What follows belongs to an exercise in optimizing a design on an open flow for small area and a short achievable clock period; a production flow would make more cautious choices.
The RTL was checked by simulation tests, not by an equivalence proof against the original design.
Power and IR drop assume default switching activity.

== P ==
==> flow/design.v <==
module fadd_align(a, b, x, y, cin, emax, sa, snov);
input [31:0] a, b;
output [23:0] x, y;
output cin;
output [7:0] emax;
output sa;
output snov;
wire [7:0] ea = a[30:23];
wire [7:0] eb = b[30:23];
wire [7:0] g0 = eb & ~ea;
wire [7:0] e0 = ~(ea ^ eb);
wire [3:0] g1, e1;
wire [1:0] g2, e2;
genvar i;
generate for (i = 0; i < 4; i = i + 1) begin : c1
  assign g1[i] = g0[2*i+1] | (e0[2*i+1] & g0[2*i]);
  assign e1[i] = e0[2*i+1] & e0[2*i];
end endgenerate
generate for (i = 0; i < 2; i = i + 1) begin : c2
  assign g2[i] = g1[2*i+1] | (e1[2*i+1] & g1[2*i]);
  assign e2[i] = e1[2*i+1] & e1[2*i];
end endgenerate
wire b_gt = g2[1] | (e2[1] & g2[0]);
wire eq = e2[1] & e2[0];
wire [7:0] dab = ea - eb;
wire [7:0] dba = eb - ea;
wire [7:0] d = b_gt ? dba : dab;
wire [22:0] fl = b_gt ? b[22:0] : a[22:0];
wire [22:0] fs = b_gt ? a[22:0] : b[22:0];
wire sl = b_gt ? b[31] : a[31];
wire ss = b_gt ? a[31] : b[31];
assign emax = b_gt ? eb : ea;
wire big = |d[7:5];
wire [23:0] m0 = {1'b1, fs};
wire [23:0] t0 = d[0] ? {1'd0, m0[23:1]} : m0;
wire [23:0] t1 = d[1] ? {2'd0, t0[23:2]} : t0;
wire [23:0] t2 = d[2] ? {4'd0, t1[23:4]} : t1;
wire [23:0] t3 = d[3] ? {8'd0, t2[23:8]} : t2;
wire [23:0] t4 = d[4] ? {16'd0, t3[23:16]} : t3;
wire [23:0] S = big ? 24'd0 : t4;
wire szero = (d >= 8'd24);
assign cin = ss;
wire [22:0] orp;   
assign orp[0] = fl[0];
generate for (i = 1; i < 23; i = i + 1) begin : po
  assign orp[i] = orp[i-1] | fl[i];
end endgenerate
assign x[0] = fl[0];
assign x[22:1] = fl[22:1] ^ ({22{sl}} & orp[21:0]);
assign x[23] = ~(sl & orp[22]);
assign y = S ^ {24{ss}};
assign snov = eq ? (a[31] ^ b[31]) : sl;
assign sa = (szero & ss) ? snov : a[31];
endmodule
module fadd_sum(x, y, cin, emax, sa, snov, z);
input [23:0] x, y; input cin; input [7:0] emax; input sa, snov; output [31:0] z;
wire [24:0] g0, p0;
assign g0 = {x & y, cin};
assign p0 = {x ^ y, 1'b0};
wire gg0 = g0[1] | (p0[1] & g0[0]);
wire gg1 = g0[3] | (p0[3] & g0[2]);
wire pp1 = p0[3] & p0[2];
wire gg2 = g0[5] | (p0[5] & g0[4]);
wire pp2 = p0[5] & p0[4];
wire gg3 = g0[7] | (p0[7] & g0[6]);
wire pp3 = p0[7] & p0[6];
wire gg4 = g0[9] | (p0[9] & g0[8]);
wire pp4 = p0[9] & p0[8];
wire gg5 = g0[11] | (p0[11] & g0[10]);
wire pp5 = p0[11] & p0[10];
wire gg6 = g0[13] | (p0[13] & g0[12]);
wire pp6 = p0[13] & p0[12];
wire gg7 = g0[15] | (p0[15] & g0[14]);
wire pp7 = p0[15] & p0[14];
wire gg8 = g0[17] | (p0[17] & g0[16]);
wire pp8 = p0[17] & p0[16];
wire gg9 = g0[19] | (p0[19] & g0[18]);
wire pp9 = p0[19] & p0[18];
wire gg10 = g0[21] | (p0[21] & g0[20]);
wire pp10 = p0[21] & p0[20];
wire gg11 = g0[23] | (p0[23] & g0[22]);
wire pp11 = p0[23] & p0[22];
wire gg12 = g0[2] | (p0[2] & gg0);
wire gg13 = gg1 | (pp1 & gg0);
wire gg14 = g0[6] | (p0[6] & gg2);
wire pp14 = p0[6] & pp2;
wire gg15 = gg3 | (pp3 & gg2);
wire pp15 = pp3 & pp2;
wire gg16 = g0[10] | (p0[10] & gg4);
wire pp16 = p0[10] & pp4;
wire gg17 = gg5 | (pp5 & gg4);
wire pp17 = pp5 & pp4;
wire gg18 = g0[14] | (p0[14] & gg6);
wire pp18 = p0[14] & pp6;
wire gg19 = gg7 | (pp7 & gg6);
wire pp19 = pp7 & pp6;
wire gg20 = g0[18] | (p0[18] & gg8);
wire pp20 = p0[18] & pp8;
wire gg21 = gg9 | (pp9 & gg8);
wire pp21 = pp9 & pp8;
wire gg22 = g0[22] | (p0[22] & gg10);
wire pp22 = p0[22] & pp10;
wire gg23 = gg11 | (pp11 & gg10);
wire pp23 = pp11 & pp10;
wire gg24 = g0[4] | (p0[4] & gg13);
wire gg25 = gg2 | (pp2 & gg13);
wire gg26 = gg14 | (pp14 & gg13);
wire gg27 = gg15 | (pp15 & gg13);
wire gg28 = g0[12] | (p0[12] & gg17);
wire pp28 = p0[12] & pp17;
wire gg29 = gg6 | (pp6 & gg17);
wire pp29 = pp6 & pp17;
wire gg30 = gg18 | (pp18 & gg17);
wire pp30 = pp18 & pp17;
wire gg31 = gg19 | (pp19 & gg17);
wire pp31 = pp19 & pp17;
wire gg32 = g0[20] | (p0[20] & gg21);
wire pp32 = p0[20] & pp21;
wire gg33 = gg10 | (pp10 & gg21);
wire pp33 = pp10 & pp21;
wire gg34 = gg22 | (pp22 & gg21);
wire pp34 = pp22 & pp21;
wire gg35 = gg23 | (pp23 & gg21);
wire pp35 = pp23 & pp21;
wire gg36 = g0[8] | (p0[8] & gg27);
wire gg37 = gg4 | (pp4 & gg27);
wire gg38 = gg16 | (pp16 & gg27);
wire gg39 = gg17 | (pp17 & gg27);
wire gg40 = gg28 | (pp28 & gg27);
wire gg41 = gg29 | (pp29 & gg27);
wire gg42 = gg30 | (pp30 & gg27);
wire gg43 = gg31 | (pp31 & gg27);
wire gg44 = g0[24] | (p0[24] & gg35);
wire pp44 = p0[24] & pp35;
wire gg45 = g0[16] | (p0[16] & gg43);
wire gg46 = gg8 | (pp8 & gg43);
wire gg47 = gg20 | (pp20 & gg43);
wire gg48 = gg21 | (pp21 & gg43);
wire gg49 = gg32 | (pp32 & gg43);
wire gg50 = gg33 | (pp33 & gg43);
wire gg51 = gg34 | (pp34 & gg43);
wire gg52 = gg35 | (pp35 & gg43);
wire gg53 = gg44 | (pp44 & gg43);
wire [22:0] s;
assign s[0] = p0[1] ^ g0[0];
assign s[1] = p0[2] ^ gg0;
assign s[2] = p0[3] ^ gg12;
assign s[3] = p0[4] ^ gg13;
assign s[4] = p0[5] ^ gg24;
assign s[5] = p0[6] ^ gg25;
assign s[6] = p0[7] ^ gg26;
assign s[7] = p0[8] ^ gg27;
assign s[8] = p0[9] ^ gg36;
assign s[9] = p0[10] ^ gg37;
assign s[10] = p0[11] ^ gg38;
assign s[11] = p0[12] ^ gg39;
assign s[12] = p0[13] ^ gg40;
assign s[13] = p0[14] ^ gg41;
assign s[14] = p0[15] ^ gg42;
assign s[15] = p0[16] ^ gg43;
assign s[16] = p0[17] ^ gg45;
assign s[17] = p0[18] ^ gg46;
assign s[18] = p0[19] ^ gg47;
assign s[19] = p0[20] ^ gg48;
assign s[20] = p0[21] ^ gg49;
assign s[21] = p0[22] ^ gg50;
assign s[22] = p0[23] ^ gg51;
wire s24 = gg53;
assign z = {s24 ? sa : snov, emax, s};
endmodule
module float_adder(a, b, z);
input [31:0] a, b;
output [31:0] z;
wire [23:0] x, y;
wire cin, sa, snov;
wire [7:0] emax;
fadd_align u_align(.a(a), .b(b), .x(x), .y(y), .cin(cin), .emax(emax), .sa(sa),
                   .snov(snov));
fadd_sum u_sum(.x(x), .y(y), .cin(cin), .emax(emax), .sa(sa), .snov(snov), .z(z));
endmodule
module fadd_top(clk, a, b, z);
input clk;
input [31:0] a, b;
output [31:0] z;
wire [23:0] x_d, y_d;
wire cin_d, sa_d, snov_d;
wire [7:0] emax_d;
reg [23:0] x_q, y_q;
reg cin_q, sa_q, snov_q;
reg [7:0] emax_q;
fadd_align u_align(.a(a), .b(b), .x(x_d), .y(y_d), .cin(cin_d), .emax(emax_d),
                   .sa(sa_d), .snov(snov_d));
always @(posedge clk) begin
  x_q <= x_d;
  y_q <= y_d;
  cin_q <= cin_d;
  emax_q <= emax_d;
  sa_q <= sa_d;
  snov_q <= snov_d;
end
fadd_sum u_sum(.x(x_q), .y(y_q), .cin(cin_q), .emax(emax_q), .sa(sa_q),
               .snov(snov_q), .z(z));
endmodule
Settings: LEC_CHECK=0, ABC_AREA=1, CAP_MARGIN=20, CORE_MARGIN=2, CORE_UTILIZATION=60, GPL_TIMING_DRIVEN=0, SETUP_SLACK_MARGIN=3.6, SLEW_MARGIN=20; clock period 8.5 ns.
standard.sh (not shown) runs the stock make flow with config.mk's settings and CLKGATE_MAP_FILE= SYNTH_SCRIPT=/design/flow/synth_recipe.tcl, a recipe that flattens the netlist after the stock synthesis.
==> flow/flow/run.sh <==
#!/bin/bash
# Standard ORFS layout (the standard.sh), with the I/O port buffers made
# from small buf_1 cells instead of the default clkdlybuf4s50_1 delay cells.
set -euo pipefail
export BUFFER_PORTS_ARGS="-buffer_cell sky130_fd_sc_hd__buf_1"
bash standard.sh > standard_flow.log 2>&1
P ran to completion and came out clean on the timing, DRC and antenna checks.
What Q does differently from P at the input level:
# P
export LEC_CHECK = 0
export ABC_AREA = 1
export CAP_MARGIN = 20
export CORE_MARGIN = 2
export CORE_UTILIZATION = 60
export GPL_TIMING_DRIVEN = 0
export SETUP_SLACK_MARGIN = 3.6
export SLEW_MARGIN = 20
create_clock -name core_clock -period 8.5 [get_ports {clk}]
# Q
export LEC_CHECK = 0
export ABC_AREA = 1
export CAP_MARGIN = 20
export CORE_MARGIN = 2
export CORE_UTILIZATION = 60
export SETUP_SLACK_MARGIN = 3.6
export SLEW_MARGIN = 20
create_clock -name core_clock -period 8.5 [get_ports {clk}]
==> flow/flow/run.sh <==
#!/bin/bash
# The standard ORFS layout (standard.sh, synthesis unchanged), except that
# the I/O ports are buffered with small buf_1 cells instead of the default
# clkdlybuf4s50_1 delay cells. Every input and output still gets its own
# buffer. The flow's output goes to standard_flow.log, and each ORFS step
# keeps its own log under orfs/logs/.
set -euo pipefail
export BUFFER_PORTS_ARGS="-buffer_cell sky130_fd_sc_hd__buf_1"
bash standard.sh > standard_flow.log 2>&1
==> comparison <==
Compared with P, in Q cell area after technology mapping has remained practically unchanged, total number of vias fell 471, portion of total power attributed to combinational logic dropped 3.4 points, critical path data arrival time has decreased. x_q[2] as the worst setup path startpoint was reported by P, and y_q[1] by Q. Q gives more clock power share than P did. Looking at the reports, Q completed the entire flow and the layout it produced met the timing, DRC and antenna checks. Compared with P, Q shows final period utilization lower by 3.5 points. On critical path depth in cells: between P and Q, it ends up higher for P. Total detailed-routing wirelength delta for Q relative to P: 21% lower. Going from P to Q, the first-iteration DRC count was found to have gone down by 43.
diff inputs: Q => R
# Q
export LEC_CHECK = 0
export ABC_AREA = 1
export CAP_MARGIN = 20
export CORE_MARGIN = 2
export CORE_UTILIZATION = 60
export SETUP_SLACK_MARGIN = 3.6
export SLEW_MARGIN = 20
create_clock -name core_clock -period 8.5 [get_ports {clk}]
# R
export LEC_CHECK = 0
export CAP_MARGIN = 20
export CORE_MARGIN = 2
export CORE_UTILIZATION = 55
export SETUP_SLACK_MARGIN = 3.5
export SLEW_MARGIN = 20
create_clock -name core_clock -period 8.5 [get_ports {clk}]
==> flow/flow/run.sh <==
#!/bin/bash
# Standard ORFS layout (the standard.sh), with the I/O port buffers made
# from small buf_2 cells instead of the default clkdlybuf4s50_1 delay cells.
set -euo pipefail
export BUFFER_PORTS_ARGS="-buffer_cell sky130_fd_sc_hd__buf_2"
bash standard.sh > standard_flow.log 2>&1
Notes after the runs:
- Taking Q as the reference point, the minimum clock period of R rises by 0.13 ns.
- On worst slew margin relative to its limit, R does better than Q.
- Of Q and R, the run reporting the higher count of cell instances traversed by the critical path was Q.
- R gives more area after synthesis than Q did.
- Going from Q to R, the area fraction of clock buffers and clock inverters was found to have gone up by 0.42 points.
- Compare Q and R | total routed wirelength higher: Q
- STATUS detailed placement HPWL: R wins against Q
- Compared R vs Q, and sequential share of layout area is down in R.
- Compared with Q, cell area in R increased by a few percent.
- Density: R sparser than Q
Input-level comparison between S and R:
# R
export LEC_CHECK = 0
export CAP_MARGIN = 20
export CORE_MARGIN = 2
export CORE_UTILIZATION = 55
export SETUP_SLACK_MARGIN = 3.5
export SLEW_MARGIN = 20
create_clock -name core_clock -period 8.5 [get_ports {clk}]
# S
export LEC_CHECK = 0
export ABC_AREA = 1
export CAP_MARGIN = 20
export CORE_MARGIN = 2
export CORE_UTILIZATION = 55
export SETUP_SLACK_MARGIN = 3.5
export SLEW_MARGIN = 20
create_clock -name core_clock -period 8.5 [get_ports {clk}]
==> flow/flow/run.sh <==
#!/bin/bash
# Standard ORFS layout (the standard.sh), with the I/O port buffers made
# from small buf_1 cells instead of the default clkdlybuf4s50_1 delay cells.
set -euo pipefail
export BUFFER_PORTS_ARGS="-buffer_cell sky130_fd_sc_hd__buf_1"
bash standard.sh > standard_flow.log 2>&1
[summary]
S did not stop at any stage, and its layout met the timing, DRC and antenna checks.
Count of vias placed by the detailed router: S > R
In the reports for R and S, the larger count of cell instances traversed by the critical path belongs to S.
Sort R and S by final core utilization, ascending, and S comes first.
Looking at slowest stage cell on the critical path, the sky130_fd_sc_hd__fa_2 result is from S; the sky130_fd_sc_hd__or3_4 one comes from R.
diff inputs: S => T
# S
export LEC_CHECK = 0
export ABC_AREA = 1
export CAP_MARGIN = 20
export CORE_MARGIN = 2
export CORE_UTILIZATION = 55
export SETUP_SLACK_MARGIN = 3.5
export SLEW_MARGIN = 20
create_clock -name core_clock -period 8.5 [get_ports {clk}]
# T
export LEC_CHECK = 0
export ABC_AREA = 1
export CAP_MARGIN = 20
export CORE_MARGIN = 2
export CORE_UTILIZATION = 55
export SETUP_SLACK_MARGIN = 3.6
export SLEW_MARGIN = 20
create_clock -name core_clock -period 8.5 [get_ports {clk}]
Findings:
T vs. S: count of filler cells inserted in the layout saw a decrease; post-layout worst setup margin went up by 0.021 ns; global-route wire length before repair now sits higher; total number of nets in the final design grew by 18.
T vs S: fraction of standard cell area in multi-input logic down
Taking S over T, the total design power ratio works out to 0.929.

[afterwards: timing with drivers on the ports]
Ports are ideal in the flow. The routed layouts listed here were re-timed in OpenROAD.
Step 1, drivers: a clkbuf_16 drives clk and a buf_2 each remaining input, both assumed.
Step 2 times the ports against the registers' clock, not the clock port: input delays grow and output delays shrink by t, the midpoint of the rising clock arrivals with the driver on.
Slacks: ideal / step 1 / step 2; pairs: ideal / step 1.
| run | t, ns | setup slack, ns | worst hold slack (ns) | worst setup path after step 2 | clock arrival spread, ns |
|---|---|---|---|---|---|
| P | 0.373 | 3.428 / 3.392 / 3.159 | 1.601 / 1.597 / 1.970 | input to register | 0.015 / 0.014 |
| Q | 0.372 | 3.723 / 3.689 / 3.431 | 1.621 / 1.609 / 1.981 | input to register | 0.011 / 0.012 |
| R | 0.378 | 3.595 / 3.560 / 3.314 | 1.577 / 1.566 / 1.944 | input to register | 0.008 / 0.008 |
| S | 0.380 | 3.640 / 3.607 / 3.425 | 1.602 / 1.595 / 1.975 | input to register | 0.010 / 0.010 |
| T | 0.385 | 3.661 / 3.628 / 3.449 | 1.598 / 1.591 / 1.975 | input to register | 0.009 / 0.009 |
After both steps every run listed still meets setup and hold. For Q, which loses most, drivers alone change the setup slack by -0.034 ns; drivers and shift together by -0.292 ns.
